From an optimization exercise on the open Yosys and OpenROAD flow, aimed at small area, a short achievable clock period and few clock cycles; shortcuts taken in it are not production practice. RTL that was checked went through simulation tests only; none was proved equivalent to the original. Only the layout flow was run in run 1; the RTL was not checked for function there.

==> flow/design.v (outline; a module is shown in full before it is edited, if it fits) <==
// module neural: 2959 lines
// module accum: 344 lines
// module classfier: 16 lines
// module nnctrl: 178 lines
module nnctrl ( reset, clk, input_signal, in, category,
                ram_addr, ram_we, ram_wdata, ram_rdata, rom_addr, rom_rdata,
                done, ready, score0, score1 ) ;
	input 		reset, clk ;
	input		input_signal ;
	input[31:0] in ;
	output 		category ;
	output[10:0]	ram_addr ;
	output		ram_we ;
	output[31:0]	ram_wdata ;
	input[31:0]	ram_rdata ;
	output[16:0]	rom_addr ;
	input[31:0]	rom_rdata ;
	output reg	done ;
	output reg	ready ;
	output[31:0]	score0, score1 ;
	localparam INIT = 2'd0, IN = 2'd1, COMP = 2'd2, FIN = 2'd3 ;
	reg [1:0]	state ;
	reg [1:0]	icnt ;
	reg		isig_d ;
	reg		we ;
	reg		f0_en, f0_bias ;	 
	reg [2:1]	f_en ;
	reg [5:1]	f_bias ;
	reg [10:0]	addr_ram ;
	reg [16:0]	addr_rom ;
	reg [6:0]	m ;			 
	reg [15:0]	one_r, two_r, neg_r ;	 
	reg [14:0]	xe_r ;
	reg		sa_r ;
	reg [31:0]	wr ;
	reg [62:12]	sr, cr, tr ;	 
	reg		cl_r ;	 
	reg [31:0]	acc, res ;
	assign ram_addr = addr_ram ;
	assign ram_we = we ;
	assign ram_wdata = res ;
	assign rom_addr = addr_rom ;
	assign score0 = res ;
	assign score1 = acc ;
	wire		en = f_en[2] ;
	wire [32:0]	xb = { ram_rdata, 1'b0 } ;
	wire [15:0]	one_d, two_d, neg_d ;
	genvar j ;
	generate for ( j = 0 ; j < 16 ; j = j+1 ) begin : enc
		wire x1 = xb[2*j+2], x0 = xb[2*j+1], xm = xb[2*j] ;
		assign one_d[j] = en & ( x0 ^ xm ) ;
		assign two_d[j] = ( en & ( ( x1 & ~x0 & ~xm ) | ( ~x1 & x0 & xm ) ) ) | ( j == 15 && f_bias[2] ) ;
		assign neg_d[j] = en & x1 & ~( x0 & xm ) ;
	end endgenerate
	wire [62:12]	tsr, tcr, ttr ;
	wire		tcl ;
  // ...
==> flow/flow/run.sh <==
#!/bin/bash
set -euo pipefail
W=$(pwd)
R=$W/orfs/results/$FLOW_PLATFORM/nnctrl/base
bash standard.sh synth > synth.log 2>&1
cp $R/1_2_yosys.v $W/synth_standard.v
python3 $W/flow/polarity.py $W/synth_standard.v $W/synth_polarity.v > polarity.log 2>&1
python3 $W/flow/fastfa.py $W/synth_polarity.v $R/1_2_yosys.v 2.8 '^\\?[sctu]r\[' > fastfa.log 2>&1
rm -f $R/1_synth.odb
bash standard.sh finish SETUP_SLACK_MARGIN=7.2 TNS_END_PERCENT=100 > layout.log 2>&1
==> flow/flow/fastfa.py <==
#!/usr/bin/env python3
"""Replace timing-critical full adders by a faster equivalent.

A sky130 fa cell is slow from every input (about 0.4-0.5 ns).  With
p = a ^ b, a full adder is also  sum = p ^ c,  cout = maj(a, b, c): the late
input c reaches sum through one XOR2 and cout through one MAJ3.
This script estimates arrival times with a simple delay model, and replaces
the full adders on the slowest paths by that form (with the latest input as
c) until the estimated critical path stops improving or reaches TARGET.

usage: fastfa.py in.v out.v [target_ns [endpoint_regex]] [-v]
"""
import re, sys, collections

src = open(sys.argv[1]).read()
TARGET = float(sys.argv[3]) if len(sys.argv) > 3 else 0.0
cell_re = re.compile(r'^(\s*)(sky130_fd_sc_hd__\w+)\s+(\S+)\s*\((.*?)\);\s*$', re.S | re.M)
pin_re = re.compile(r'\.(\w+)\(((?:\\\S+\s)|[^()]*?)\)', re.S)
cells = []
for m in cell_re.finditer(src):
    pins = {}
    for pm in pin_re.finditer(m.group(4)):
        pins[pm.group(1)] = pm.group(2).strip()
    cells.append([m.group(2), m.group(3), pins, m.span()])

OUTPINS = {'X', 'Y', 'SUM', 'COUT', 'Q', 'Q_N', 'HI', 'LO'}
def base(t):
    return t.split('__')[-1].rsplit('_', 1)[0]
SEQ = lambda t: base(t).startswith(('df', 'edf', 'sdf'))

driver = {}
loads = collections.defaultdict(list)
for i, c in enumerate(cells):
    for p, n in c[2].items():
        if not n:
            continue
        if p in OUTPINS:
            driver[n] = (i, p)
        else:
            loads[n].append((i, p))

DFA = {'SUM': 0.47, 'COUT': 0.40}
def cdelay(t, outpin):
    b = base(t)
    if b == 'fa':
        return DFA[outpin]
    if b == 'ha':
        return 0.30 if outpin == 'SUM' else 0.25
    if b in ('inv', 'clkinv'):
        return 0.06
    if b in ('buf', 'clkbuf'):
        return 0.15
    if b in ('xor2', 'xnor2'):
        return 0.17
    if SEQ(t):
        return 0.40
    return 0.22

def fo_pen(n):
    return 0.015 * max(0, len(loads[n]) - 1)

# fast[i] = name of the input pin used as the late input
fast = {}

def arrivals():
    arr = {}
    order = []
    # topological by DFS from each net
    sys.setrecursionlimit(100000)
    def net_arr(n):
        if n in arr:
            return arr[n]
        arr[n] = 0.0
        if n not in driver:
            arr[n] = 0.3   # primary input (port) or constant
            return arr[n]
        i, p = driver[n]
        t = cells[i][0]
        if SEQ(t):
            arr[n] = cdelay(t, p) + fo_pen(n)
            return arr[n]
        ins = {q: net_arr(m) for q, m in cells[i][2].items() if q not in OUTPINS and m}
        if i in fast:
            L = fast[i]
            others = [q for q in ('A', 'B', 'CIN') if q != L]
            tp = max(ins[q] for q in others) + 0.17
            if p == 'SUM':
                v = max(tp, ins[L]) + 0.17
            else:
                v = max(ins.values()) + 0.33
        else:
            v = (max(ins.values()) if ins else 0.0) + cdelay(t, p)
        arr[n] = v + fo_pen(n)
        return arr[n]
    for n in list(driver):
        net_arr(n)
    return arr

EPRE = re.compile(sys.argv[4] if len(sys.argv) > 4 and not sys.argv[4].startswith('-') else '.')
def endpoints():
    eps = []
    for i, c in enumerate(cells):
        if SEQ(c[0]) and EPRE.search(c[1]):
            for p, n in c[2].items():
                if p not in OUTPINS and p not in ('CLK',) and n:
                    eps.append(n)
    return eps

def crit_fas(arr, tmax, eps):
    # required times backward
    req = collections.defaultdict(lambda: 1e9)
    for n in eps:
        req[n] = min(req[n], tmax)
    # process nets in decreasing arrival order
    nets = sorted(arr, key=lambda n: -arr[n])
    crit = []
    for n in nets:
        if n not in driver or req[n] >= 1e9:
            continue
        i, p = driver[n]
        t = cells[i][0]
        if SEQ(t):
            continue
        r_out = req[n] - fo_pen(n)
        for q, m in cells[i][2].items():
            if q in OUTPINS or not m:
                continue
            if i in fast:
                d = (0.17 if q == fast[i] else 0.34) if p == 'SUM' else 0.33
            else:
                d = cdelay(t, p)
            req[m] = min(req[m], r_out - d)
        if base(t) == 'fa' and i not in fast and arr[n] > r_out - 0.02:
            crit.append(i)
    return crit

eps = endpoints()
arr = arrivals()
t0 = max(arr[n] for n in eps if n in arr)
best = t0
for it in range(40):
    arr = arrivals()
    tmax = max(arr[n] for n in eps if n in arr)
    if tmax <= TARGET:
        break
    crit = crit_fas(arr, tmax, eps)
    if not crit:
        break
    for i in set(crit):
        ins = {q: arr.get(m, 0.0) for q, m in cells[i][2].items() if q in ('A', 'B', 'CIN')}
        fast[i] = max(ins, key=ins.get)
arr = arrivals()
t1 = max(arr[n] for n in eps if n in arr)
sys.stderr.write('fastfa: estimated critical %.2f -> %.2f ns, %d of %d full adders replaced\n'
                 % (t0, t1, len(fast), sum(1 for c in cells if base(c[0]) == 'fa')))

def q(n):
    return n + (' ' if n.startswith('\\') else '')
out = []
pos = 0
k = 0
for i, c in enumerate(cells):
    s, e = c[3]
    out.append(src[pos:s])
    pos = e
    if i not in fast:
        out.append(src[s:e])
        continue
    L = fast[i]
    a1, a2 = [c[2][x] for x in ('A', 'B', 'CIN') if x != L]
    cc = c[2][L]
    pn = '_ffp%d_' % k
    k += 1
    nm = c[1].lstrip('\\').strip()
    txt = '  wire %s;\n' % pn
    txt += '  sky130_fd_sc_hd__xor2_1 \\%s_p  (\n    .A(%s),\n    .B(%s),\n    .X(%s)\n  );\n' % (nm, q(a1), q(a2), pn)
    if c[2].get('SUM'):
        txt += '  sky130_fd_sc_hd__xor2_1 \\%s_s  (\n    .A(%s),\n    .B(%s),\n    .X(%s)\n  );\n' % (nm, pn, q(cc), q(c[2]['SUM']))
    if c[2].get('COUT'):
        txt += '  sky130_fd_sc_hd__maj3_1 \\%s_c  (\n    .A(%s),\n    .B(%s),\n    .C(%s),\n    .X(%s)\n  );' % (nm, q(a1), q(a2), q(cc), q(c[2]['COUT']))
    out.append(txt)
out.append(src[pos:])
open(sys.argv[2], 'w').write(''.join(out))
if '-v' in sys.argv:
    n = max((n for n in eps if n in arr), key=lambda n: arr[n])
    while n in driver:
        i, p = driver[n]
        sys.stderr.write('  %.2f %s %s %s%s\n' % (arr[n], cells[i][0].split('__')[-1], cells[i][1], p, ' FAST' if i in fast else ''))
        if SEQ(cells[i][0]):
            break
        ins = [(arr.get(m, 0), m) for q2, m in cells[i][2].items() if q2 not in OUTPINS and m]
        n = max(ins)[1]
==> flow/flow/polarity.py <==
#!/usr/bin/env python3
"""Inverter removal around full adders in a flat gate-level Verilog netlist.

A full adder is self-dual: FA(~a, ~b, ~c) = (~sum, ~cout).  An XOR2 can be
swapped for an XNOR2 to complement its output.  This script chooses, for every
full adder and XOR/XNOR gate, whether to complement it so that the number of
inverters needed between cells is smallest, then rewrites the netlist.
Registers and every other cell are left as they are.

usage: polarity.py in.v out.v
"""
import re, sys, random, collections

src = open(sys.argv[1]).read()

# ---- parse the module body into cell instances
mod_m = re.search(r'^module\s+(\S+)\s*\((.*?)\);', src, re.S | re.M)
cell_re = re.compile(r'^(\s*)(sky130_fd_sc_hd__\w+)\s+(\S+)\s*\((.*?)\);\s*$', re.S | re.M)
pin_re = re.compile(r'\.(\w+)\(((?:\\\S+\s)|[^()]*?)\)', re.S)

cells = []          # [type, name, {pin: net}, span]
for m in cell_re.finditer(src):
    pins = {}
    for pm in pin_re.finditer(m.group(4)):
        pins[pm.group(1)] = pm.group(2).strip()
    cells.append([m.group(2), m.group(3), pins, m.span()])

OUTPINS = {'X', 'Y', 'SUM', 'COUT', 'Q', 'Q_N', 'HI', 'LO'}

def base(t):
    return t.split('__')[-1].rsplit('_', 1)[0]

def is_inv(c):
    return base(c[0]) in ('inv', 'clkinv')

def is_buf(c):
    return base(c[0]) in ('buf', 'clkbuf')

# nets used outside cell pins (assign statements, ports): frozen
frozen_nets = set()
for a in re.findall(r'^\s*assign\s+(.*?);', src, re.M | re.S):
    for tok in re.findall(r'(\\\S+|[A-Za-z_][\w$]*(?:\[\d+\])?)', a):
        frozen_nets.add(tok)
port_names = set(re.findall(r'(?:input|output|inout)\s+(?:\[[^\]]*\]\s*)?(\S+?)\s*;', src))

def net_frozen(n):
    b = n.split('[')[0] if not n.startswith('\\') else n
    return n in frozen_nets or b in frozen_nets or b in port_names

driver = {}
loads = collections.defaultdict(list)
for i, c in enumerate(cells):
    for p, n in c[2].items():
        if p in OUTPINS:
            driver[n] = (i, p)
        else:
            loads[n].append((i, p))

# ---- root of every net through inverter chains
def root(n):
    par = 0
    seen = 0
    while n in driver and (is_inv(cells[driver[n][0]]) or is_buf(cells[driver[n][0]])):
        par ^= is_inv(cells[driver[n][0]])
        n = cells[driver[n][0]][2]['A']
        seen += 1
        if seen > 50:
            raise SystemExit('inverter loop')
    return n, par

# ---- signals: root net -> consumers (non-inverter pins) with parity
groups = collections.defaultdict(lambda: {'cons': [], 'nets': set(), 'invs': []})
for i, c in enumerate(cells):
    if is_inv(c) or is_buf(c):
        r, par = root(c[2]['A'])
        g = groups[r]
        g['invs'].append(i)
        g['nets'].add(c[2]['Y' if is_inv(c) else 'X'])
        continue
    for p, n in c[2].items():
        if p in OUTPINS:
            continue
        r, par = root(n)
        groups[r]['cons'].append((i, p, par))
        groups[r]['nets'].add(n)

FLIPFA = lambda c: base(c[0]) == 'fa'
FLIPX = lambda c: base(c[0]) in ('xor2', 'xnor2')

flip = {}
for i, c in enumerate(cells):
    if FLIPFA(c) or FLIPX(c):
        flip[i] = 0

opt_groups = {}
for r, g in groups.items():
    if not g['invs'] and not any(cells[i][0] and FLIPFA(cells[i]) for i, p, q in g['cons']) \
            and not (r in driver and driver[r][0] in flip):
        continue
    nets = set(g['nets']) | {r}
    if any(net_frozen(n) for n in nets) or r not in driver:
        # frozen signal: its driver and consumers keep polarity only if we
        # never flip them; mark them unflippable
        for i, p, q in g['cons']:
            flip.pop(i, None)
        if r in driver:
            flip.pop(driver[r][0], None)
        continue
    opt_groups[r] = g

# consumers that are fixed-polarity are fine; flippable driver of a frozen net removed above
cell_groups = collections.defaultdict(set)
for r, g in opt_groups.items():
    d = driver[r][0]
    cell_groups[d].add(r)
    for i, p, q in g['cons']:
        cell_groups[i].add(r)

def gcost(r):
    g = opt_groups[r]
    fd = flip.get(driver[r][0], 0)
    for i, p, q in g['cons']:
        pc = flip.get(i, 0) if FLIPFA(cells[i]) else 0
        if q ^ fd ^ pc:
            return 1
    return 0

before = sum(len(g['invs']) for g in opt_groups.values())
cur = {r: gcost(r) for r in opt_groups}
random.seed(1)
import math
order = list(flip)
best = dict(flip); bestc = sum(cur.values()); total = bestc
T = 2.0
for step in range(400000):
    i = order[random.randrange(len(order))]
    gs = cell_groups[i]
    old = sum(cur[r] for r in gs)
    flip[i] ^= 1
    new = {r: gcost(r) for r in gs}
    d = sum(new.values()) - old
    if d <= 0 or random.random() < math.exp(-d / T):
        cur.update(new)
        total += d
        if total < bestc:
            bestc = total; best = dict(flip)
    else:
        flip[i] ^= 1
    T = max(0.02, 2.0 * (1 - step / 300000.0))
flip = best
cur = {r: gcost(r) for r in opt_groups}
after = sum(cur.values())
sys.stderr.write('polarity: %d signals, inverters %d -> %d, flipped %d cells\n'
                 % (len(opt_groups), before, after, sum(flip.values())))

# ---- rewrite
remove = set()
newpins = {}           # (cell, pin) -> net
newcells = []
newwires = []
k = 0
for r, g in opt_groups.items():
    remove.update(g['invs'])
    fd = flip.get(driver[r][0], 0)
    inv_net = None
    for i, p, q in g['cons']:
        pc = flip.get(i, 0) if FLIPFA(cells[i]) else 0
        if q ^ fd ^ pc:
            if inv_net is None:
                inv_net = '_pol%d_' % k
                k += 1
                newwires.append(inv_net)
                newcells.append('  sky130_fd_sc_hd__inv_1 %s_i (\n    .A(%s),\n    .Y(%s)\n  );\n'
                                % (inv_net, r + (' ' if r.startswith('\\') else ''), inv_net))
            newpins[(i, p)] = inv_net
        else:
            newpins[(i, p)] = r

out = []
pos = 0
for i, c in enumerate(cells):
    s, e = c[3]
    out.append(src[pos:s])
    pos = e
    if i in remove:
        continue
    t = c[0]
    pins = dict(c[2])
    for p in list(pins):
        if (i, p) in newpins:
            pins[p] = newpins[(i, p)]
    if FLIPX(c) and flip.get(i, 0):
        if base(t) == 'xor2':
            t = t.replace('xor2', 'xnor2')
            pins['Y'] = pins.pop('X')
        else:
            t = t.replace('xnor2', 'xor2')
            pins['X'] = pins.pop('Y')
    body = ',\n'.join('    .%s(%s%s)' % (p, n, ' ' if n.startswith('\\') else '') for p, n in pins.items())
    out.append('  %s %s (\n%s\n  );' % (t, c[1], body))
out.append(src[pos:])
res = ''.join(out)
# declare new wires and add new inverters before endmodule
decl = ''.join('  wire %s;\n' % w for w in newwires)
em = res.rfind('endmodule')
res = res[:em] + decl + ''.join(newcells) + res[em:]
open(sys.argv[2], 'w').write(res)
==> flow/standard.sh <==
#!/bin/bash
# synth_recipe.tcl (not shown) runs the flow's synth.tcl, then flattens the netlist and writes it again
# the make line also repeats each setting of config.mk as NAME=value (left out here)
make -C /OpenROAD-flow-scripts/flow DESIGN_CONFIG=/design/flow/config.mk WORK_HOME=/design/flow/orfs CLKGATE_MAP_FILE= SYNTH_SCRIPT=/design/flow/synth_recipe.tcl "${@:-finish}"
==> flow/config.mk <==
export PLATFORM = sky130hd
export DESIGN_NAME = nnctrl
export DESIGN_NICKNAME = nnctrl
export VERILOG_FILES = /design/flow/design.v
export SDC_FILE = /design/flow/constraint.sdc
export NUM_CORES = 4
export LEC_CHECK = 0
export ABC_CLOCK_PERIOD_IN_PS = 3000
export CAP_MARGIN = 20
export CORE_MARGIN = 2
export CORE_UTILIZATION = 55
export SLEW_MARGIN = 20
==> flow/constraint.sdc <==
create_clock -name core_clock -period 11.0 [get_ports {clk}]
set_input_delay 2.2000 -clock core_clock [delete_from_list [all_inputs] [get_ports {clk}]]
set_output_delay 2.2000 -clock core_clock [all_outputs]
set_load 0.01 [all_outputs]
==> flow_metrics.env, run 1 <==
export IMPL_status="timing/DRC/antenna clean"
export IMPL_nFlopsAndLatches=369
export IMPL_largest_class="multi-input gates"
export IMPL_met3_usage_pct=9.91
export IMPL_fmax_ghz=0.265
export IMPL_largestRegisters="cr (51), sr (51), tr (51)"
export IMPL_layout_commonest_cell="a22oi_1"
export IMPL_fin_crit_sh_pct=34.3
export IMPL_hold_viol_final=0
export IMPL_antenna_cells=0
export IMPL_ctsHtreeMaxLevel=2
export IMPL_cts_buffer_depth=3
export IMPL_dieArea_um2=64100
export IMPL_clock_buffers=63
export IMPL_max_stage_delay_ns=0.57
export IMPL_gr_usage_met1_pct=46.8
export IMPL_drt_pass1_iter_count=8
export IMPL_drv_slew=0
export IMPL_antenna_found_initial=1
export IMPL_syn_nets=3867
export IMPL_grt_pass1_wl_um=178000
export IMPL_criticalPathCategory="flip-flop to output port"
export IMPL_clk_pin_slew_ns=0.06
export IMPL_endpoint_kind="output port"
export IMPL_crit_buf_inv=1
export IMPL_io_pins=227
export IMPL_final_min_clock_period_ns=3.77
export IMPL_route_antenna_remaining_nets=0
export IMPL_cp_endpoint="score1[16]"
export IMPL_multi_input_area_um2=25900
export IMPL_cts_made_buffers=44
==> module accum, before the edit <==
module accum ( r0, r1, r2, cl, a0, lc, acc_next, lo_c ) ;
	input [62:12] r0, r1, r2 ;
	input cl, lc ;
	input [31:0] a0 ;
	output [31:0] acc_next ;
	output lo_c ;
	wire afs0 ;
	wire afc0 ;
	wire afs1 ;
	wire afc1 ;
	wire afs2 ;
	wire afc2 ;
	wire afs3 ;
	wire afc3 ;
	wire afs4 ;
	wire afc4 ;
	wire afs5 ;
	wire afc5 ;
	wire afs6 ;
	wire afc6 ;
	wire afs7 ;
	wire afc7 ;
	wire afs8 ;
	wire afc8 ;
	wire afs9 ;
	wire afc9 ;
	wire afs10 ;
	wire afc10 ;
	wire afs11 ;
	wire afc11 ;
	wire afs12 ;
	wire afc12 ;
	wire afs13 ;
	wire afc13 ;
	wire afs14 ;
	wire afc14 ;
	wire afs15 ;
	wire afc15 ;
	wire afs16 ;
	wire afc16 ;
	wire afs17 ;
	wire afc17 ;
	wire afs18 ;
	wire afc18 ;
	wire afs19 ;
	wire afc19 ;
	wire afs20 ;
	wire afc20 ;
	wire afs21 ;
	wire afc21 ;
	wire afs22 ;
	wire afc22 ;
	wire afs23 ;
	wire afc23 ;
	wire afs24 ;
	wire afc24 ;
	wire afs25 ;
	wire afc25 ;
	wire afs26 ;
	wire afc26 ;
	wire afs27 ;
	wire afc27 ;
	wire afs28 ;
	wire afc28 ;
	wire afs29 ;
	wire afc29 ;
	wire afs30 ;
	wire afc30 ;
	wire afs31 ;
	wire afc31 ;
	wire afs32 ;
	wire afc32 ;
	wire afs33 ;
	wire afc33 ;
	wire afs34 ;
	wire afc34 ;
	wire afs35 ;
	wire afc35 ;
	wire afs36 ;
	wire afc36 ;
	wire afs37 ;
	wire afc37 ;
	wire afs38 ;
	wire afc38 ;
	wire afs39 ;
	wire afc39 ;
	wire afs40 ;
	wire afc40 ;
	wire afs41 ;
	wire afc41 ;
	wire afs42 ;
	wire afc42 ;
	wire afs43 ;
	wire afc43 ;
	wire afs44 ;
	wire afc44 ;
	wire afs45 ;
	wire afc45 ;
	wire afs46 ;
	wire afc46 ;
	wire afs47 ;
	wire afc47 ;
	wire afs48 ;
	wire afc48 ;
	wire afs49 ;
	wire afc49 ;
	wire afs50 ;
	wire afc50 ;
	wire afs51 ;
	wire afc51 ;
	wire afs52 ;
	wire afc52 ;
	wire afs53 ;
	wire afc53 ;
	wire afs54 ;
	wire afc54 ;
	wire afs55 ;
	wire afc55 ;
	wire afs56 ;
	wire afc56 ;
	wire afs57 ;
	wire afc57 ;
	wire afs58 ;
	wire afc58 ;
	wire afs59 ;
	wire afc59 ;
	wire afs60 ;
	wire afc60 ;
	wire afs61 ;
	wire afc61 ;
	wire afs62 ;
	wire afc62 ;
	wire afs63 ;
	wire afc63 ;
	wire afs64 ;
	wire afc64 ;
	wire afs65 ;
	wire afc65 ;
	wire afs66 ;
	wire afc66 ;
	wire afs67 ;
	wire afc67 ;
	wire afs68 ;
	wire afc68 ;
	wire afs69 ;
	wire afc69 ;
	wire afs70 ;
	wire afc70 ;
	wire afs71 ;
	wire afc71 ;
	wire afs72 ;
	wire afc72 ;
	wire afs73 ;
	wire afc73 ;
	wire afs74 ;
	wire afc74 ;
	wire afs75 ;
	wire afc75 ;
	wire afs76 ;
	wire afc76 ;
	wire afs77 ;
	wire afc77 ;
	wire afs78 ;
	wire afc78 ;
	wire afs79 ;
	wire afc79 ;
	wire afs80 ;
	wire afc80 ;
	wire afs81 ;
	wire afc81 ;
	wire afs82 ;
	wire afc82 ;
	assign afs0 = r0[12] ^ r1[12] ^ r2[12];
	assign afc0 = (r0[12] & r1[12]) | (r0[12] & r2[12]) | (r1[12] & r2[12]);
	assign afs1 = r0[13] ^ r1[13] ^ r2[13];
	assign afc1 = (r0[13] & r1[13]) | (r0[13] & r2[13]) | (r1[13] & r2[13]);
	assign afs2 = r0[14] ^ r1[14] ^ r2[14];
	assign afc2 = (r0[14] & r1[14]) | (r0[14] & r2[14]) | (r1[14] & r2[14]);
	assign afs3 = r0[15] ^ r1[15] ^ r2[15];
	assign afc3 = (r0[15] & r1[15]) | (r0[15] & r2[15]) | (r1[15] & r2[15]);
	assign afs4 = r0[16] ^ r1[16] ^ r2[16];
	assign afc4 = (r0[16] & r1[16]) | (r0[16] & r2[16]) | (r1[16] & r2[16]);
	assign afs5 = r0[17] ^ r1[17] ^ r2[17];
	assign afc5 = (r0[17] & r1[17]) | (r0[17] & r2[17]) | (r1[17] & r2[17]);
	assign afs6 = r0[18] ^ r1[18] ^ r2[18];
	assign afc6 = (r0[18] & r1[18]) | (r0[18] & r2[18]) | (r1[18] & r2[18]);
	assign afs7 = r0[19] ^ r1[19] ^ r2[19];
	assign afc7 = (r0[19] & r1[19]) | (r0[19] & r2[19]) | (r1[19] & r2[19]);
	assign afs8 = r0[20] ^ r1[20] ^ r2[20];
	assign afc8 = (r0[20] & r1[20]) | (r0[20] & r2[20]) | (r1[20] & r2[20]);
	assign afs9 = r0[21] ^ r1[21] ^ r2[21];
	assign afc9 = (r0[21] & r1[21]) | (r0[21] & r2[21]) | (r1[21] & r2[21]);
	assign afs10 = r0[22] ^ r1[22] ^ r2[22];
	assign afc10 = (r0[22] & r1[22]) | (r0[22] & r2[22]) | (r1[22] & r2[22]);
	assign afs11 = r0[23] ^ r1[23] ^ r2[23];
	assign afc11 = (r0[23] & r1[23]) | (r0[23] & r2[23]) | (r1[23] & r2[23]);
	assign afs12 = r0[24] ^ r1[24] ^ r2[24];
	assign afc12 = (r0[24] & r1[24]) | (r0[24] & r2[24]) | (r1[24] & r2[24]);
	assign afs13 = r0[25] ^ r1[25] ^ r2[25];
	assign afc13 = (r0[25] & r1[25]) | (r0[25] & r2[25]) | (r1[25] & r2[25]);
	assign afs14 = r0[26] ^ r1[26] ^ r2[26];
	assign afc14 = (r0[26] & r1[26]) | (r0[26] & r2[26]) | (r1[26] & r2[26]);
	assign afs15 = r0[27] ^ r1[27] ^ r2[27];
	assign afc15 = (r0[27] & r1[27]) | (r0[27] & r2[27]) | (r1[27] & r2[27]);
	assign afs16 = r0[28] ^ r1[28] ^ r2[28];
	assign afc16 = (r0[28] & r1[28]) | (r0[28] & r2[28]) | (r1[28] & r2[28]);
	assign afs17 = r0[29] ^ r1[29] ^ r2[29];
	assign afc17 = (r0[29] & r1[29]) | (r0[29] & r2[29]) | (r1[29] & r2[29]);
	assign afs18 = r0[30] ^ r1[30] ^ r2[30];
	assign afc18 = (r0[30] & r1[30]) | (r0[30] & r2[30]) | (r1[30] & r2[30]);
	assign afs19 = r0[31] ^ r1[31] ^ r2[31];
	assign afc19 = (r0[31] & r1[31]) | (r0[31] & r2[31]) | (r1[31] & r2[31]);
	assign afs20 = a0[0] ^ lc ^ afc18;
	assign afc20 = (a0[0] & lc) | (a0[0] & afc18) | (lc & afc18);
	assign afs21 = r0[32] ^ r1[32] ^ r2[32];
	assign afc21 = (r0[32] & r1[32]) | (r0[32] & r2[32]) | (r1[32] & r2[32]);
	assign afs22 = a0[1] ^ afc19 ^ afs21;
	assign afc22 = (a0[1] & afc19) | (a0[1] & afs21) | (afc19 & afs21);
	assign afs23 = r0[33] ^ r1[33] ^ r2[33];
	assign afc23 = (r0[33] & r1[33]) | (r0[33] & r2[33]) | (r1[33] & r2[33]);
	assign afs24 = a0[2] ^ afc21 ^ afs23;
	assign afc24 = (a0[2] & afc21) | (a0[2] & afs23) | (afc21 & afs23);
	assign afs25 = r0[34] ^ r1[34] ^ r2[34];
	assign afc25 = (r0[34] & r1[34]) | (r0[34] & r2[34]) | (r1[34] & r2[34]);
	assign afs26 = a0[3] ^ afc23 ^ afs25;
	assign afc26 = (a0[3] & afc23) | (a0[3] & afs25) | (afc23 & afs25);
	assign afs27 = r0[35] ^ r1[35] ^ r2[35];
	assign afc27 = (r0[35] & r1[35]) | (r0[35] & r2[35]) | (r1[35] & r2[35]);
	assign afs28 = a0[4] ^ afc25 ^ afs27;
	assign afc28 = (a0[4] & afc25) | (a0[4] & afs27) | (afc25 & afs27);
	assign afs29 = r0[36] ^ r1[36] ^ r2[36];
	assign afc29 = (r0[36] & r1[36]) | (r0[36] & r2[36]) | (r1[36] & r2[36]);
	assign afs30 = a0[5] ^ afc27 ^ afs29;
	assign afc30 = (a0[5] & afc27) | (a0[5] & afs29) | (afc27 & afs29);
	assign afs31 = r0[37] ^ r1[37] ^ r2[37];
	assign afc31 = (r0[37] & r1[37]) | (r0[37] & r2[37]) | (r1[37] & r2[37]);
	assign afs32 = a0[6] ^ afc29 ^ afs31;
	assign afc32 = (a0[6] & afc29) | (a0[6] & afs31) | (afc29 & afs31);
	assign afs33 = r0[38] ^ r1[38] ^ r2[38];
	assign afc33 = (r0[38] & r1[38]) | (r0[38] & r2[38]) | (r1[38] & r2[38]);
	assign afs34 = a0[7] ^ afc31 ^ afs33;
	assign afc34 = (a0[7] & afc31) | (a0[7] & afs33) | (afc31 & afs33);
	assign afs35 = r0[39] ^ r1[39] ^ r2[39];
	assign afc35 = (r0[39] & r1[39]) | (r0[39] & r2[39]) | (r1[39] & r2[39]);
	assign afs36 = a0[8] ^ afc33 ^ afs35;
	assign afc36 = (a0[8] & afc33) | (a0[8] & afs35) | (afc33 & afs35);
	assign afs37 = r0[40] ^ r1[40] ^ r2[40];
	assign afc37 = (r0[40] & r1[40]) | (r0[40] & r2[40]) | (r1[40] & r2[40]);
	assign afs38 = a0[9] ^ afc35 ^ afs37;
	assign afc38 = (a0[9] & afc35) | (a0[9] & afs37) | (afc35 & afs37);
	assign afs39 = r0[41] ^ r1[41] ^ r2[41];
	assign afc39 = (r0[41] & r1[41]) | (r0[41] & r2[41]) | (r1[41] & r2[41]);
	assign afs40 = a0[10] ^ afc37 ^ afs39;
	assign afc40 = (a0[10] & afc37) | (a0[10] & afs39) | (afc37 & afs39);
	assign afs41 = r0[42] ^ r1[42] ^ r2[42];
	assign afc41 = (r0[42] & r1[42]) | (r0[42] & r2[42]) | (r1[42] & r2[42]);
	assign afs42 = a0[11] ^ afc39 ^ afs41;
	assign afc42 = (a0[11] & afc39) | (a0[11] & afs41) | (afc39 & afs41);
	assign afs43 = r0[43] ^ r1[43] ^ r2[43];
	assign afc43 = (r0[43] & r1[43]) | (r0[43] & r2[43]) | (r1[43] & r2[43]);
	assign afs44 = a0[12] ^ afc41 ^ afs43;
	assign afc44 = (a0[12] & afc41) | (a0[12] & afs43) | (afc41 & afs43);
	assign afs45 = r0[44] ^ r1[44] ^ r2[44];
	assign afc45 = (r0[44] & r1[44]) | (r0[44] & r2[44]) | (r1[44] & r2[44]);
	assign afs46 = a0[13] ^ afc43 ^ afs45;
	assign afc46 = (a0[13] & afc43) | (a0[13] & afs45) | (afc43 & afs45);
	assign afs47 = r0[45] ^ r1[45] ^ r2[45];
	assign afc47 = (r0[45] & r1[45]) | (r0[45] & r2[45]) | (r1[45] & r2[45]);
	assign afs48 = a0[14] ^ afc45 ^ afs47;
	assign afc48 = (a0[14] & afc45) | (a0[14] & afs47) | (afc45 & afs47);
	assign afs49 = r0[46] ^ r1[46] ^ r2[46];
	assign afc49 = (r0[46] & r1[46]) | (r0[46] & r2[46]) | (r1[46] & r2[46]);
	assign afs50 = a0[15] ^ afc47 ^ afs49;
	assign afc50 = (a0[15] & afc47) | (a0[15] & afs49) | (afc47 & afs49);
	assign afs51 = r0[47] ^ r1[47] ^ r2[47];
	assign afc51 = (r0[47] & r1[47]) | (r0[47] & r2[47]) | (r1[47] & r2[47]);
	assign afs52 = a0[16] ^ afc49 ^ afs51;
	assign afc52 = (a0[16] & afc49) | (a0[16] & afs51) | (afc49 & afs51);
	assign afs53 = r0[48] ^ r1[48] ^ r2[48];
	assign afc53 = (r0[48] & r1[48]) | (r0[48] & r2[48]) | (r1[48] & r2[48]);
	assign afs54 = a0[17] ^ afc51 ^ afs53;
	assign afc54 = (a0[17] & afc51) | (a0[17] & afs53) | (afc51 & afs53);
	assign afs55 = r0[49] ^ r1[49] ^ r2[49];
	assign afc55 = (r0[49] & r1[49]) | (r0[49] & r2[49]) | (r1[49] & r2[49]);
	assign afs56 = a0[18] ^ afc53 ^ afs55;
	assign afc56 = (a0[18] & afc53) | (a0[18] & afs55) | (afc53 & afs55);
	assign afs57 = r0[50] ^ r1[50] ^ r2[50];
	assign afc57 = (r0[50] & r1[50]) | (r0[50] & r2[50]) | (r1[50] & r2[50]);
	assign afs58 = a0[19] ^ afc55 ^ afs57;
	assign afc58 = (a0[19] & afc55) | (a0[19] & afs57) | (afc55 & afs57);
	assign afs59 = r0[51] ^ r1[51] ^ r2[51];
	assign afc59 = (r0[51] & r1[51]) | (r0[51] & r2[51]) | (r1[51] & r2[51]);
	assign afs60 = a0[20] ^ afc57 ^ afs59;
	assign afc60 = (a0[20] & afc57) | (a0[20] & afs59) | (afc57 & afs59);
	assign afs61 = r0[52] ^ r1[52] ^ r2[52];
	assign afc61 = (r0[52] & r1[52]) | (r0[52] & r2[52]) | (r1[52] & r2[52]);
	assign afs62 = a0[21] ^ afc59 ^ afs61;
	assign afc62 = (a0[21] & afc59) | (a0[21] & afs61) | (afc59 & afs61);
	assign afs63 = r0[53] ^ r1[53] ^ r2[53];
	assign afc63 = (r0[53] & r1[53]) | (r0[53] & r2[53]) | (r1[53] & r2[53]);
	assign afs64 = a0[22] ^ afc61 ^ afs63;
	assign afc64 = (a0[22] & afc61) | (a0[22] & afs63) | (afc61 & afs63);
	assign afs65 = r0[54] ^ r1[54] ^ r2[54];
	assign afc65 = (r0[54] & r1[54]) | (r0[54] & r2[54]) | (r1[54] & r2[54]);
	assign afs66 = a0[23] ^ afc63 ^ afs65;
	assign afc66 = (a0[23] & afc63) | (a0[23] & afs65) | (afc63 & afs65);
	assign afs67 = r0[55] ^ r1[55] ^ r2[55];
	assign afc67 = (r0[55] & r1[55]) | (r0[55] & r2[55]) | (r1[55] & r2[55]);
	assign afs68 = a0[24] ^ afc65 ^ afs67;
	assign afc68 = (a0[24] & afc65) | (a0[24] & afs67) | (afc65 & afs67);
	assign afs69 = r0[56] ^ r1[56] ^ r2[56];
	assign afc69 = (r0[56] & r1[56]) | (r0[56] & r2[56]) | (r1[56] & r2[56]);
	assign afs70 = a0[25] ^ afc67 ^ afs69;
	assign afc70 = (a0[25] & afc67) | (a0[25] & afs69) | (afc67 & afs69);
	assign afs71 = r0[57] ^ r1[57] ^ r2[57];
	assign afc71 = (r0[57] & r1[57]) | (r0[57] & r2[57]) | (r1[57] & r2[57]);
	assign afs72 = a0[26] ^ afc69 ^ afs71;
	assign afc72 = (a0[26] & afc69) | (a0[26] & afs71) | (afc69 & afs71);
	assign afs73 = r0[58] ^ r1[58] ^ r2[58];
	assign afc73 = (r0[58] & r1[58]) | (r0[58] & r2[58]) | (r1[58] & r2[58]);
	assign afs74 = a0[27] ^ afc71 ^ afs73;
	assign afc74 = (a0[27] & afc71) | (a0[27] & afs73) | (afc71 & afs73);
	assign afs75 = r0[59] ^ r1[59] ^ r2[59];
	assign afc75 = (r0[59] & r1[59]) | (r0[59] & r2[59]) | (r1[59] & r2[59]);
	assign afs76 = a0[28] ^ afc73 ^ afs75;
	assign afc76 = (a0[28] & afc73) | (a0[28] & afs75) | (afc73 & afs75);
	assign afs77 = r0[60] ^ r1[60] ^ r2[60];
	assign afc77 = (r0[60] & r1[60]) | (r0[60] & r2[60]) | (r1[60] & r2[60]);
	assign afs78 = a0[29] ^ afc75 ^ afs77;
	assign afc78 = (a0[29] & afc75) | (a0[29] & afs77) | (afc75 & afs77);
	assign afs79 = r0[61] ^ r1[61] ^ r2[61];
	assign afc79 = (r0[61] & r1[61]) | (r0[61] & r2[61]) | (r1[61] & r2[61]);
	assign afs80 = a0[30] ^ afc77 ^ afs79;
	assign afc80 = (a0[30] & afc77) | (a0[30] & afs79) | (afc77 & afs79);
	assign afs81 = r0[62] ^ r1[62] ^ r2[62];
	assign afc81 = (r0[62] & r1[62]) | (r0[62] & r2[62]) | (r1[62] & r2[62]);
	assign afs82 = a0[31] ^ afc79 ^ afs81;
	assign afc82 = (a0[31] & afc79) | (a0[31] & afs81) | (afc79 & afs81);
	wire [18:0] l_s = { afc17, afc16, afc15, afc14, afc13, afc12, afc11, afc10, afc9, afc8, afc7, afc6, afc5, afc4, afc3, afc2, afc1, afc0, cl } ;
	wire [18:0] l_c = { afs18, afs17, afs16, afs15, afs14, afs13, afs12, afs11, afs10, afs9, afs8, afs7, afs6, afs5, afs4, afs3, afs2, afs1, afs0 } ;
	wire [18:0] l_sum ;
	assign { lo_c, l_sum } = { 1'b0, l_s } + { 1'b0, l_c } ;
	assign acc_next = { afc80, afc78, afc76, afc74, afc72, afc70, afc68, afc66, afc64, afc62, afc60, afc58, afc56, afc54, afc52, afc50, afc48, afc46, afc44, afc42, afc40, afc38, afc36, afc34, afc32, afc30, afc28, afc26, afc24, afc22, afc20, afs19 } + { afs82, afs80, afs78, afs76, afs74, afs72, afs70, afs68, afs66, afs64, afs62, afs60, afs58, afs56, afs54, afs52, afs50, afs48, afs46, afs44, afs42, afs40, afs38, afs36, afs34, afs32, afs30, afs28, afs26, afs24, afs22, afs20 } ;
endmodule
==> run 2: changes to the inputs <==
--- a/flow/design.v
+++ b/flow/design.v
@@ -3169,137 +3169,137 @@
 	assign afc18 = (r0[30] & r1[30]) | (r0[30] & r2[30]) | (r1[30] & r2[30]);
 	assign afs19 = r0[31] ^ r1[31] ^ r2[31];
 	assign afc19 = (r0[31] & r1[31]) | (r0[31] & r2[31]) | (r1[31] & r2[31]);
-	assign afs20 = a0[0] ^ lc ^ afc18;
-	assign afc20 = (a0[0] & lc) | (a0[0] & afc18) | (lc & afc18);
+	assign afs20 = lc ^ afc18 ^ afs19;
+	assign afc20 = (lc & afc18) | (lc & afs19) | (afc18 & afs19);
 	assign afs21 = r0[32] ^ r1[32] ^ r2[32];
 	assign afc21 = (r0[32] & r1[32]) | (r0[32] & r2[32]) | (r1[32] & r2[32]);
-	assign afs22 = a0[1] ^ afc19 ^ afs21;
-	assign afc22 = (a0[1] & afc19) | (a0[1] & afs21) | (afc19 & afs21);
+	assign afs22 = afc19 ^ afs21 ^ a0[1];
+	assign afc22 = (afc19 & afs21) | (afc19 & a0[1]) | (afs21 & a0[1]);
 	assign afs23 = r0[33] ^ r1[33] ^ r2[33];
 	assign afc23 = (r0[33] & r1[33]) | (r0[33] & r2[33]) | (r1[33] & r2[33]);
-	assign afs24 = a0[2] ^ afc21 ^ afs23;
-	assign afc24 = (a0[2] & afc21) | (a0[2] & afs23) | (afc21 & afs23);
+	assign afs24 = afc21 ^ afs23 ^ a0[2];
+	assign afc24 = (afc21 & afs23) | (afc21 & a0[2]) | (afs23 & a0[2]);
 	assign afs25 = r0[34] ^ r1[34] ^ r2[34];
 	assign afc25 = (r0[34] & r1[34]) | (r0[34] & r2[34]) | (r1[34] & r2[34]);
-	assign afs26 = a0[3] ^ afc23 ^ afs25;
-	assign afc26 = (a0[3] & afc23) | (a0[3] & afs25) | (afc23 & afs25);
+	assign afs26 = afc23 ^ afs25 ^ a0[3];
+	assign afc26 = (afc23 & afs25) | (afc23 & a0[3]) | (afs25 & a0[3]);
 	assign afs27 = r0[35] ^ r1[35] ^ r2[35];
 	assign afc27 = (r0[35] & r1[35]) | (r0[35] & r2[35]) | (r1[35] & r2[35]);
-	assign afs28 = a0[4] ^ afc25 ^ afs27;
-	assign afc28 = (a0[4] & afc25) | (a0[4] & afs27) | (afc25 & afs27);
+	assign afs28 = afc25 ^ afs27 ^ a0[4];
+	assign afc28 = (afc25 & afs27) | (afc25 & a0[4]) | (afs27 & a0[4]);
 	assign afs29 = r0[36] ^ r1[36] ^ r2[36];
 	assign afc29 = (r0[36] & r1[36]) | (r0[36] & r2[36]) | (r1[36] & r2[36]);
-	assign afs30 = a0[5] ^ afc27 ^ afs29;
-	assign afc30 = (a0[5] & afc27) | (a0[5] & afs29) | (afc27 & afs29);
+	assign afs30 = afc27 ^ afs29 ^ a0[5];
+	assign afc30 = (afc27 & afs29) | (afc27 & a0[5]) | (afs29 & a0[5]);
 	assign afs31 = r0[37] ^ r1[37] ^ r2[37];
 	assign afc31 = (r0[37] & r1[37]) | (r0[37] & r2[37]) | (r1[37] & r2[37]);
-	assign afs32 = a0[6] ^ afc29 ^ afs31;
-	assign afc32 = (a0[6] & afc29) | (a0[6] & afs31) | (afc29 & afs31);
+	assign afs32 = afc29 ^ afs31 ^ a0[6];
+	assign afc32 = (afc29 & afs31) | (afc29 & a0[6]) | (afs31 & a0[6]);
 	assign afs33 = r0[38] ^ r1[38] ^ r2[38];
 	assign afc33 = (r0[38] & r1[38]) | (r0[38] & r2[38]) | (r1[38] & r2[38]);
-	assign afs34 = a0[7] ^ afc31 ^ afs33;
-	assign afc34 = (a0[7] & afc31) | (a0[7] & afs33) | (afc31 & afs33);
+	assign afs34 = afc31 ^ afs33 ^ a0[7];
+	assign afc34 = (afc31 & afs33) | (afc31 & a0[7]) | (afs33 & a0[7]);
 	assign afs35 = r0[39] ^ r1[39] ^ r2[39];
 	assign afc35 = (r0[39] & r1[39]) | (r0[39] & r2[39]) | (r1[39] & r2[39]);
-	assign afs36 = a0[8] ^ afc33 ^ afs35;
-	assign afc36 = (a0[8] & afc33) | (a0[8] & afs35) | (afc33 & afs35);
+	assign afs36 = afc33 ^ afs35 ^ a0[8];
+	assign afc36 = (afc33 & afs35) | (afc33 & a0[8]) | (afs35 & a0[8]);
 	assign afs37 = r0[40] ^ r1[40] ^ r2[40];
 	assign afc37 = (r0[40] & r1[40]) | (r0[40] & r2[40]) | (r1[40] & r2[40]);
-	assign afs38 = a0[9] ^ afc35 ^ afs37;
-	assign afc38 = (a0[9] & afc35) | (a0[9] & afs37) | (afc35 & afs37);
+	assign afs38 = afc35 ^ afs37 ^ a0[9];
+	assign afc38 = (afc35 & afs37) | (afc35 & a0[9]) | (afs37 & a0[9]);
 	assign afs39 = r0[41] ^ r1[41] ^ r2[41];
 	assign afc39 = (r0[41] & r1[41]) | (r0[41] & r2[41]) | (r1[41] & r2[41]);
-	assign afs40 = a0[10] ^ afc37 ^ afs39;
-	assign afc40 = (a0[10] & afc37) | (a0[10] & afs39) | (afc37 & afs39);
+	assign afs40 = afc37 ^ afs39 ^ a0[10];
+	assign afc40 = (afc37 & afs39) | (afc37 & a0[10]) | (afs39 & a0[10]);
 	assign afs41 = r0[42] ^ r1[42] ^ r2[42];
 	assign afc41 = (r0[42] & r1[42]) | (r0[42] & r2[42]) | (r1[42] & r2[42]);
-	assign afs42 = a0[11] ^ afc39 ^ afs41;
-	assign afc42 = (a0[11] & afc39) | (a0[11] & afs41) | (afc39 & afs41);
+	assign afs42 = afc39 ^ afs41 ^ a0[11];
+	assign afc42 = (afc39 & afs41) | (afc39 & a0[11]) | (afs41 & a0[11]);
 	assign afs43 = r0[43] ^ r1[43] ^ r2[43];
 	assign afc43 = (r0[43] & r1[43]) | (r0[43] & r2[43]) | (r1[43] & r2[43]);
-	assign afs44 = a0[12] ^ afc41 ^ afs43;
-	assign afc44 = (a0[12] & afc41) | (a0[12] & afs43) | (afc41 & afs43);
+	assign afs44 = afc41 ^ afs43 ^ a0[12];
+	assign afc44 = (afc41 & afs43) | (afc41 & a0[12]) | (afs43 & a0[12]);
 	assign afs45 = r0[44] ^ r1[44] ^ r2[44];
 	assign afc45 = (r0[44] & r1[44]) | (r0[44] & r2[44]) | (r1[44] & r2[44]);
-	assign afs46 = a0[13] ^ afc43 ^ afs45;
-	assign afc46 = (a0[13] & afc43) | (a0[13] & afs45) | (afc43 & afs45);
+	assign afs46 = afc43 ^ afs45 ^ a0[13];
+	assign afc46 = (afc43 & afs45) | (afc43 & a0[13]) | (afs45 & a0[13]);
 	assign afs47 = r0[45] ^ r1[45] ^ r2[45];
 	assign afc47 = (r0[45] & r1[45]) | (r0[45] & r2[45]) | (r1[45] & r2[45]);
-	assign afs48 = a0[14] ^ afc45 ^ afs47;
-	assign afc48 = (a0[14] & afc45) | (a0[14] & afs47) | (afc45 & afs47);
+	assign afs48 = afc45 ^ afs47 ^ a0[14];
+	assign afc48 = (afc45 & afs47) | (afc45 & a0[14]) | (afs47 & a0[14]);
 	assign afs49 = r0[46] ^ r1[46] ^ r2[46];
 	assign afc49 = (r0[46] & r1[46]) | (r0[46] & r2[46]) | (r1[46] & r2[46]);
-	assign afs50 = a0[15] ^ afc47 ^ afs49;
-	assign afc50 = (a0[15] & afc47) | (a0[15] & afs49) | (afc47 & afs49);
+	assign afs50 = afc47 ^ afs49 ^ a0[15];
+	assign afc50 = (afc47 & afs49) | (afc47 & a0[15]) | (afs49 & a0[15]);
 	assign afs51 = r0[47] ^ r1[47] ^ r2[47];
 	assign afc51 = (r0[47] & r1[47]) | (r0[47] & r2[47]) | (r1[47] & r2[47]);
-	assign afs52 = a0[16] ^ afc49 ^ afs51;
-	assign afc52 = (a0[16] & afc49) | (a0[16] & afs51) | (afc49 & afs51);
+	assign afs52 = afc49 ^ afs51 ^ a0[16];
+	assign afc52 = (afc49 & afs51) | (afc49 & a0[16]) | (afs51 & a0[16]);
 	assign afs53 = r0[48] ^ r1[48] ^ r2[48];
 	assign afc53 = (r0[48] & r1[48]) | (r0[48] & r2[48]) | (r1[48] & r2[48]);
-	assign afs54 = a0[17] ^ afc51 ^ afs53;
-	assign afc54 = (a0[17] & afc51) | (a0[17] & afs53) | (afc51 & afs53);
+	assign afs54 = afc51 ^ afs53 ^ a0[17];
+	assign afc54 = (afc51 & afs53) | (afc51 & a0[17]) | (afs53 & a0[17]);
 	assign afs55 = r0[49] ^ r1[49] ^ r2[49];
 	assign afc55 = (r0[49] & r1[49]) | (r0[49] & r2[49]) | (r1[49] & r2[49]);
-	assign afs56 = a0[18] ^ afc53 ^ afs55;
-	assign afc56 = (a0[18] & afc53) | (a0[18] & afs55) | (afc53 & afs55);
+	assign afs56 = afc53 ^ afs55 ^ a0[18];
+	assign afc56 = (afc53 & afs55) | (afc53 & a0[18]) | (afs55 & a0[18]);
 	assign afs57 = r0[50] ^ r1[50] ^ r2[50];
 	assign afc57 = (r0[50] & r1[50]) | (r0[50] & r2[50]) | (r1[50] & r2[50]);
-	assign afs58 = a0[19] ^ afc55 ^ afs57;
-	assign afc58 = (a0[19] & afc55) | (a0[19] & afs57) | (afc55 & afs57);
+	assign afs58 = afc55 ^ afs57 ^ a0[19];
+	assign afc58 = (afc55 & afs57) | (afc55 & a0[19]) | (afs57 & a0[19]);
 	assign afs59 = r0[51] ^ r1[51] ^ r2[51];
 	assign afc59 = (r0[51] & r1[51]) | (r0[51] & r2[51]) | (r1[51] & r2[51]);
-	assign afs60 = a0[20] ^ afc57 ^ afs59;
-	assign afc60 = (a0[20] & afc57) | (a0[20] & afs59) | (afc57 & afs59);
+	assign afs60 = afc57 ^ afs59 ^ a0[20];
+	assign afc60 = (afc57 & afs59) | (afc57 & a0[20]) | (afs59 & a0[20]);
 	assign afs61 = r0[52] ^ r1[52] ^ r2[52];
 	assign afc61 = (r0[52] & r1[52]) | (r0[52] & r2[52]) | (r1[52] & r2[52]);
-	assign afs62 = a0[21] ^ afc59 ^ afs61;
-	assign afc62 = (a0[21] & afc59) | (a0[21] & afs61) | (afc59 & afs61);
+	assign afs62 = afc59 ^ afs61 ^ a0[21];
+	assign afc62 = (afc59 & afs61) | (afc59 & a0[21]) | (afs61 & a0[21]);
 	assign afs63 = r0[53] ^ r1[53] ^ r2[53];
 	assign afc63 = (r0[53] & r1[53]) | (r0[53] & r2[53]) | (r1[53] & r2[53]);
-	assign afs64 = a0[22] ^ afc61 ^ afs63;
-	assign afc64 = (a0[22] & afc61) | (a0[22] & afs63) | (afc61 & afs63);
+	assign afs64 = afc61 ^ afs63 ^ a0[22];
+	assign afc64 = (afc61 & afs63) | (afc61 & a0[22]) | (afs63 & a0[22]);
 	assign afs65 = r0[54] ^ r1[54] ^ r2[54];
 	assign afc65 = (r0[54] & r1[54]) | (r0[54] & r2[54]) | (r1[54] & r2[54]);
-	assign afs66 = a0[23] ^ afc63 ^ afs65;
-	assign afc66 = (a0[23] & afc63) | (a0[23] & afs65) | (afc63 & afs65);
+	assign afs66 = afc63 ^ afs65 ^ a0[23];
+	assign afc66 = (afc63 & afs65) | (afc63 & a0[23]) | (afs65 & a0[23]);
 	assign afs67 = r0[55] ^ r1[55] ^ r2[55];
 	assign afc67 = (r0[55] & r1[55]) | (r0[55] & r2[55]) | (r1[55] & r2[55]);
-	assign afs68 = a0[24] ^ afc65 ^ afs67;
-	assign afc68 = (a0[24] & afc65) | (a0[24] & afs67) | (afc65 & afs67);
+	assign afs68 = afc65 ^ afs67 ^ a0[24];
+	assign afc68 = (afc65 & afs67) | (afc65 & a0[24]) | (afs67 & a0[24]);
 	assign afs69 = r0[56] ^ r1[56] ^ r2[56];
 	assign afc69 = (r0[56] & r1[56]) | (r0[56] & r2[56]) | (r1[56] & r2[56]);
-	assign afs70 = a0[25] ^ afc67 ^ afs69;
-	assign afc70 = (a0[25] & afc67) | (a0[25] & afs69) | (afc67 & afs69);
+	assign afs70 = afc67 ^ afs69 ^ a0[25];
+	assign afc70 = (afc67 & afs69) | (afc67 & a0[25]) | (afs69 & a0[25]);
 	assign afs71 = r0[57] ^ r1[57] ^ r2[57];
 	assign afc71 = (r0[57] & r1[57]) | (r0[57] & r2[57]) | (r1[57] & r2[57]);
-	assign afs72 = a0[26] ^ afc69 ^ afs71;
-	assign afc72 = (a0[26] & afc69) | (a0[26] & afs71) | (afc69 & afs71);
+	assign afs72 = afc69 ^ afs71 ^ a0[26];
+	assign afc72 = (afc69 & afs71) | (afc69 & a0[26]) | (afs71 & a0[26]);
 	assign afs73 = r0[58] ^ r1[58] ^ r2[58];
 	assign afc73 = (r0[58] & r1[58]) | (r0[58] & r2[58]) | (r1[58] & r2[58]);
-	assign afs74 = a0[27] ^ afc71 ^ afs73;
-	assign afc74 = (a0[27] & afc71) | (a0[27] & afs73) | (afc71 & afs73);
+	assign afs74 = afc71 ^ afs73 ^ a0[27];
+	assign afc74 = (afc71 & afs73) | (afc71 & a0[27]) | (afs73 & a0[27]);
 	assign afs75 = r0[59] ^ r1[59] ^ r2[59];
 	assign afc75 = (r0[59] & r1[59]) | (r0[59] & r2[59]) | (r1[59] & r2[59]);
-	assign afs76 = a0[28] ^ afc73 ^ afs75;
-	assign afc76 = (a0[28] & afc73) | (a0[28] & afs75) | (afc73 & afs75);
+	assign afs76 = afc73 ^ afs75 ^ a0[28];
+	assign afc76 = (afc73 & afs75) | (afc73 & a0[28]) | (afs75 & a0[28]);
 	assign afs77 = r0[60] ^ r1[60] ^ r2[60];
 	assign afc77 = (r0[60] & r1[60]) | (r0[60] & r2[60]) | (r1[60] & r2[60]);
-	assign afs78 = a0[29] ^ afc75 ^ afs77;
-	assign afc78 = (a0[29] & afc75) | (a0[29] & afs77) | (afc75 & afs77);
+	assign afs78 = afc75 ^ afs77 ^ a0[29];
+	assign afc78 = (afc75 & afs77) | (afc75 & a0[29]) | (afs77 & a0[29]);
 	assign afs79 = r0[61] ^ r1[61] ^ r2[61];
 	assign afc79 = (r0[61] & r1[61]) | (r0[61] & r2[61]) | (r1[61] & r2[61]);
-	assign afs80 = a0[30] ^ afc77 ^ afs79;
-	assign afc80 = (a0[30] & afc77) | (a0[30] & afs79) | (afc77 & afs79);
+	assign afs80 = afc77 ^ afs79 ^ a0[30];
+	assign afc80 = (afc77 & afs79) | (afc77 & a0[30]) | (afs79 & a0[30]);
 	assign afs81 = r0[62] ^ r1[62] ^ r2[62];
 	assign afc81 = (r0[62] & r1[62]) | (r0[62] & r2[62]) | (r1[62] & r2[62]);
-	assign afs82 = a0[31] ^ afc79 ^ afs81;
-	assign afc82 = (a0[31] & afc79) | (a0[31] & afs81) | (afc79 & afs81);
+	assign afs82 = afc79 ^ afs81 ^ a0[31];
+	assign afc82 = (afc79 & afs81) | (afc79 & a0[31]) | (afs81 & a0[31]);
 	wire [18:0] l_s = { afc17, afc16, afc15, afc14, afc13, afc12, afc11, afc10, afc9, afc8, afc7, afc6, afc5, afc4, afc3, afc2, afc1, afc0, cl } ;
 	wire [18:0] l_c = { afs18, afs17, afs16, afs15, afs14, afs13, afs12, afs11, afs10, afs9, afs8, afs7, afs6, afs5, afs4, afs3, afs2, afs1, afs0 } ;
 	wire [18:0] l_sum ;
 	assign { lo_c, l_sum } = { 1'b0, l_s } + { 1'b0, l_c } ;
-	assign acc_next = { afc80, afc78, afc76, afc74, afc72, afc70, afc68, afc66, afc64, afc62, afc60, afc58, afc56, afc54, afc52, afc50, afc48, afc46, afc44, afc42, afc40, afc38, afc36, afc34, afc32, afc30, afc28, afc26, afc24, afc22, afc20, afs19 } + { afs82, afs80, afs78, afs76, afs74, afs72, afs70, afs68, afs66, afs64, afs62, afs60, afs58, afs56, afs54, afs52, afs50, afs48, afs46, afs44, afs42, afs40, afs38, afs36, afs34, afs32, afs30, afs28, afs26, afs24, afs22, afs20 } ;
+	assign acc_next = { afc80, afc78, afc76, afc74, afc72, afc70, afc68, afc66, afc64, afc62, afc60, afc58, afc56, afc54, afc52, afc50, afc48, afc46, afc44, afc42, afc40, afc38, afc36, afc34, afc32, afc30, afc28, afc26, afc24, afc22, afc20, a0[0] } + { afs82, afs80, afs78, afs76, afs74, afs72, afs70, afs68, afs66, afs64, afs62, afs60, afs58, afs56, afs54, afs52, afs50, afs48, afs46, afs44, afs42, afs40, afs38, afs36, afs34, afs32, afs30, afs28, afs26, afs24, afs22, afs20 } ;
 endmodule
 `timescale 1ns/10ps
 module classfier ( rst, clk, enable, data1, data2, category ) ;
@@ -3374,12 +3374,12 @@
 	neural aNeural ( .one(one_r), .two(two_r), .neg(neg_r), .xe(xe_r), .sa(sa_r), .w(wr), .r0(tsr), .r1(tcr), .r2(ttr), .cl(tcl) ) ;
 	reg		lc ;
 	wire		resolve = f_bias[5] ;
-	reg		clr ;
+	reg		keep ;
 	wire		init_next = state == INIT && icnt != 2'd3 ;
 	wire		fin_next = ( state == COMP && f0_bias && m == 7'd102 ) || ( state == FIN && !resolve ) ;
 	wire		done_next = state == FIN && resolve ;
 	wire		clr_next = ( f_bias[4] && !fin_next ) || done_next || init_next ;
-	wire [31:0]	a0 = clr ? 32'd0 : acc ;
+	wire [31:0]	a0 = keep ? acc : 32'd0 ;
 	wire		lo_c ;
 	wire [31:0]	acc_next ;
 	accum aAccum ( .r0(sr), .r1(cr), .r2(tr), .cl(cl_r), .a0(a0), .lc(lc), .acc_next(acc_next), .lo_c(lo_c) ) ;
@@ -3436,11 +3436,11 @@
 			f_bias <= 5'd0 ;
 			done <= 1'b0 ;
 			ready <= 1'b0 ;
-			clr <= 1'b1 ;
+			keep <= 1'b0 ;
 		end
 		else begin
 			isig_d <= input_signal ;
-			clr <= clr_next ;
+			keep <= !clr_next ;
 			f_en <= { f_en[1], f0_en } ;
 			f_bias <= { f_bias[4:1], f0_bias } ;
 			done <= 1'b0 ;
--- a/flow/flow/run.sh
+++ b/flow/flow/run.sh
@@ -7,4 +7,4 @@
 python3 $W/flow/polarity.py $W/synth_standard.v $W/synth_polarity.v > polarity.log 2>&1
 python3 $W/flow/fastfa.py $W/synth_polarity.v $R/1_2_yosys.v 2.8 '^\\?[sctu]r\[' > fastfa.log 2>&1
 rm -f $R/1_synth.odb
-bash standard.sh finish SETUP_SLACK_MARGIN=7.2 TNS_END_PERCENT=100 > layout.log 2>&1
+bash standard.sh finish SETUP_SLACK_MARGIN=7.4 TNS_END_PERCENT=100 "BUFFER_PORTS_ARGS=-buffer_cell sky130_fd_sc_hd__buf_2" > layout.log 2>&1
--- a/flow/flow/fastfa.py
+++ b/flow/flow/fastfa.py
@@ -3,7 +3,8 @@
 
 A sky130 fa cell is slow from every input (about 0.4-0.5 ns).  With
 p = a ^ b, a full adder is also  sum = p ^ c,  cout = maj(a, b, c): the late
-input c reaches sum through one XOR2 and cout through one MAJ3.
+input c reaches sum through one XOR2 and cout through one MAJ3.  Half adders
+on those paths become XOR2 + AND2.
 This script estimates arrival times with a simple delay model, and replaces
 the full adders on the slowest paths by that form (with the latest input as
 c) until the estimated critical path stops improving or reaches TARGET.
@@ -80,7 +81,9 @@
             arr[n] = cdelay(t, p) + fo_pen(n)
             return arr[n]
         ins = {q: net_arr(m) for q, m in cells[i][2].items() if q not in OUTPINS and m}
-        if i in fast:
+        if i in fast and fast[i] == 'HA':
+            v = max(ins.values()) + (0.17 if p == 'SUM' else 0.15)
+        elif i in fast:
             L = fast[i]
             others = [q for q in ('A', 'B', 'CIN') if q != L]
             tp = max(ins[q] for q in others) + 0.17
@@ -125,12 +128,14 @@
         for q, m in cells[i][2].items():
             if q in OUTPINS or not m:
                 continue
-            if i in fast:
+            if i in fast and fast[i] == 'HA':
+                d = 0.17 if p == 'SUM' else 0.15
+            elif i in fast:
                 d = (0.17 if q == fast[i] else 0.34) if p == 'SUM' else 0.33
             else:
                 d = cdelay(t, p)
             req[m] = min(req[m], r_out - d)
-        if base(t) == 'fa' and i not in fast and arr[n] > r_out - 0.02:
+        if base(t) in ('fa', 'ha') and i not in fast and arr[n] > r_out - 0.02:
             crit.append(i)
     return crit
 
@@ -147,12 +152,16 @@
     if not crit:
         break
     for i in set(crit):
+        if base(cells[i][0]) == 'ha':
+            fast[i] = 'HA'
+            continue
         ins = {q: arr.get(m, 0.0) for q, m in cells[i][2].items() if q in ('A', 'B', 'CIN')}
         fast[i] = max(ins, key=ins.get)
 arr = arrivals()
 t1 = max(arr[n] for n in eps if n in arr)
-sys.stderr.write('fastfa: estimated critical %.2f -> %.2f ns, %d of %d full adders replaced\n'
-                 % (t0, t1, len(fast), sum(1 for c in cells if base(c[0]) == 'fa')))
+sys.stderr.write('fastfa: estimated critical %.2f -> %.2f ns, %d of %d full adders and %d of %d half adders replaced\n'
+                 % (t0, t1, sum(1 for v in fast.values() if v != 'HA'), sum(1 for c in cells if base(c[0]) == 'fa'),
+                    sum(1 for v in fast.values() if v == 'HA'), sum(1 for c in cells if base(c[0]) == 'ha')))
 
 def q(n):
     return n + (' ' if n.startswith('\\') else '')
@@ -165,6 +174,15 @@
     pos = e
     if i not in fast:
         out.append(src[s:e])
+        continue
+    if fast[i] == 'HA':
+        nm = c[1].lstrip('\\').strip()
+        txt = ''
+        if c[2].get('SUM'):
+            txt += '  sky130_fd_sc_hd__xor2_1 \\%s_s  (\n    .A(%s),\n    .B(%s),\n    .X(%s)\n  );\n' % (nm, q(c[2]['A']), q(c[2]['B']), q(c[2]['SUM']))
+        if c[2].get('COUT'):
+            txt += '  sky130_fd_sc_hd__and2_1 \\%s_c  (\n    .A(%s),\n    .B(%s),\n    .X(%s)\n  );' % (nm, q(c[2]['A']), q(c[2]['B']), q(c[2]['COUT']))
+        out.append(txt)
         continue
     L = fast[i]
     a1, a2 = [c[2][x] for x in ('A', 'B', 'CIN') if x != L]
==> flow_metrics.env, run 2 <==
export IMPL_status="timing/DRC/antenna clean"
export IMPL_layout_commonest_cell="xor2_1"
export IMPL_clk_pin_slew_ns=0.06
export IMPL_finalNetCount=4283
export IMPL_area_growth_pct=16.0
export IMPL_rsz0062_at_grt="yes"
export IMPL_synth_cells=3409
export IMPL_criticalPathCategory="flip-flop to flip-flop"
export IMPL_worst_hold_path_type="flip-flop to flip-flop"
export IMPL_drv_slew=0
export IMPL_routed_wl_um=121000
export IMPL_fp_dieH_um=255
export IMPL_dpl_cell_count=4505
export IMPL_cp_required_ns=11.47
export IMPL_fin_crit_sh_pct=33.5
export IMPL_met2_usage_pct=57.1
export IMPL_vias=29400
export IMPL_clockRootBuffer="clkbuf_16"
export IMPL_final_cells=4648
export IMPL_final_util_pct=64.8
export IMPL_setup_tns_ns=0
export IMPL_met3_usage_pct=8.58
export IMPL_grt_pass1_wl_um=179000
export IMPL_syn_nets=3916
export IMPL_worst_setup_path_start_kind="flip-flop"
export IMPL_drt_pass1_iter_count=7
export IMPL_hold_buffers=0
export IMPL_clk_latency_ns=0.61
export IMPL_drive_above_1_share_pct=14.4
export IMPL_antenna_found_initial=4
export IMPL_start_util_pct=55.8
export IMPL_rows=91
export IMPL_overflow=0
export IMPL_drt_vias_per_instance=6.33
export IMPL_most_common_layout_cells="xor2_1 (611), a22oi_1 (491), xnor2_1 (442), dfxtp_1 (260), fa_1 (247)"
export IMPL_cts_made_buffers=42
export IMPL_final_min_clock_period_ns=3.68
export IMPL_worst_slew_pin_slew_ns=0.863
export IMPL_core_region_area_um2=61900
export IMPL_drv_cap=0
export IMPL_io_pins=227
export IMPL_grt_busiest_layer="met2"
export IMPL_cts_buffer_depth=3
export IMPL_grt_max_degree=67
export IMPL_route_antenna_remaining_nets=0
export IMPL_ctsHtreeMaxLevel=2
export IMPL_slew_headroom_pct=42.5
export IMPL_synth_area_um2=34600
export IMPL_dieArea_um2=64900
export IMPL_grt_pass1_vias=30100
export IMPL_setup_violations=0
export IMPL_yosys_warnings=2
export IMPL_wl_per_cell_um=26.0
export IMPL_crit_fanout=16
export IMPL_endpoint_kind="flip-flop"
export IMPL_crit_arrival_ns=4.15
export IMPL_cts_tree="yes"
export IMPL_gr_usage_met1_pct=45.9
export IMPL_die_w_um=255
export IMPL_grt_use_total_pct=36.3
export IMPL_routabilityCongestion=0.874
export IMPL_cts_sinks=369
export IMPL_dp_hpwl_um=74400
export IMPL_first_iter_violations=3247
export IMPL_fmax_ghz=0.272
export IMPL_syn_avg_cell_area_um2=10.1
export IMPL_drc=0
export IMPL_largestRegisters="cr (51), sr (51), tr (51)"
export IMPL_hold_viol_final=0
export IMPL_skew_ns=0.0444
export IMPL_port_buffers=226
run 2: critical path: stages (launching register included):
cell      delay, ns
dfxtp_4        0.39
buf_12         0.17
a22oi_1        0.29
xnor2_1        0.16
fa_1           0.56
fa_1           0.44
ha_1           0.21
ha_1           0.19
ha_1           0.31
ha_4           0.25
o211a_1        0.24
a221oi_2       0.22
o21ai_1        0.10
run 2: through the flow:
step / cell area, um^2 / hold slack, ns / worst slack (ns)
2_1_floorplan: 34600 / 0.331 / 7.21
3_3_place_gp: 37100 / 0.333 / 6.52
3_5_place_dp: 37100 / 0.339 / 6.48
4_1_cts: 39400 / 0.354 / 7.40
5_1_grt: 40100 / 0.363 / 7.19
6_report: 40100 / 0.350 / 7.32
run 2: per-layer routing:
metal / share of wire (%) / wire, um / vias to the layer above
met5: 0.0083 / 10 / -
met4: 6.2 / 7560 / 2
met3: 11 / 13300 / 505
met2: 44 / 52900 / 1807
met1: 39 / 47100 / 14300
li1: - / - / 12800
run 2: area by class of cell:
| type | count | area, um^2 |
|---|---|---|
| Timing Repair Buffer | 358 | 2920 |
| Multi-Input combinational cell | 2890 | 26400 |
| Fill cell | 5180 | 21800 |
| Clock inverter | 17 | 119 |
| Clock buffer | 59 | 1270 |
| Antenna cell | 3 | 7.51 |
| Timing Repair inverter | 4 | 30.0 |
| Inverter | 111 | 432 |
| Tap cell | 837 | 1050 |
| Sequential cell | 369 | 7930 |
run 2: repair_timing:
item / 4_1_cts / 5_1_grt
setup endpoints to repair: 107 / 23
buffers inserted: 22 / 21
resized for setup: 115 / 67
gates cloned: 13 / 8
pin swaps: 8 / 24
run 2: path summary, 6_finish.rpt:
kind                            from        end  slack, ns  cells after the start
min in group asynchronous      reset         we       1.73                      2
max reg2reg                 two_r[3]       cl_r       7.32                     12
min reg2reg                f_bias[3]  f_bias[4]       0.35                      0
max                         two_r[3]       cl_r       7.32                     12
max in group asynchronous      reset       keep       8.75                      2
min                        f_bias[3]  f_bias[4]       0.35                      0
Testbench counts of run 2, summed over its fixed seeds: cycles 1,215,690.

afterwards: timing with drivers on the ports:
In the flow no input, the clock included, has a driving cell. The finished layouts below were timed again as built, in two steps.
Step 1, drivers: a clkbuf_16 drives clk and a buf_2 each remaining input, both assumed.
Step 2 also shifts input and output timing later by t, the mid clock arrival at the registers, as if the neighbouring blocks saw the same clock.
Three values: ideal ports, drivers, drivers and shift; two values: the first two.
| run | t, ns | setup WS [ns] | clock arrival spread, ns |
|---|---|---|---|
| run 1 | 0.655 | 7.230 / 7.162 / 6.909 | 0.033 / 0.034 |
| run 2 | 0.651 | 7.319 / 7.319 / 7.117 | 0.045 / 0.045 |
After both steps every run listed still meets setup and hold. The setup slack of run 1, which loses most, moves by -0.068 ns with the drivers and by -0.321 ns with both steps.
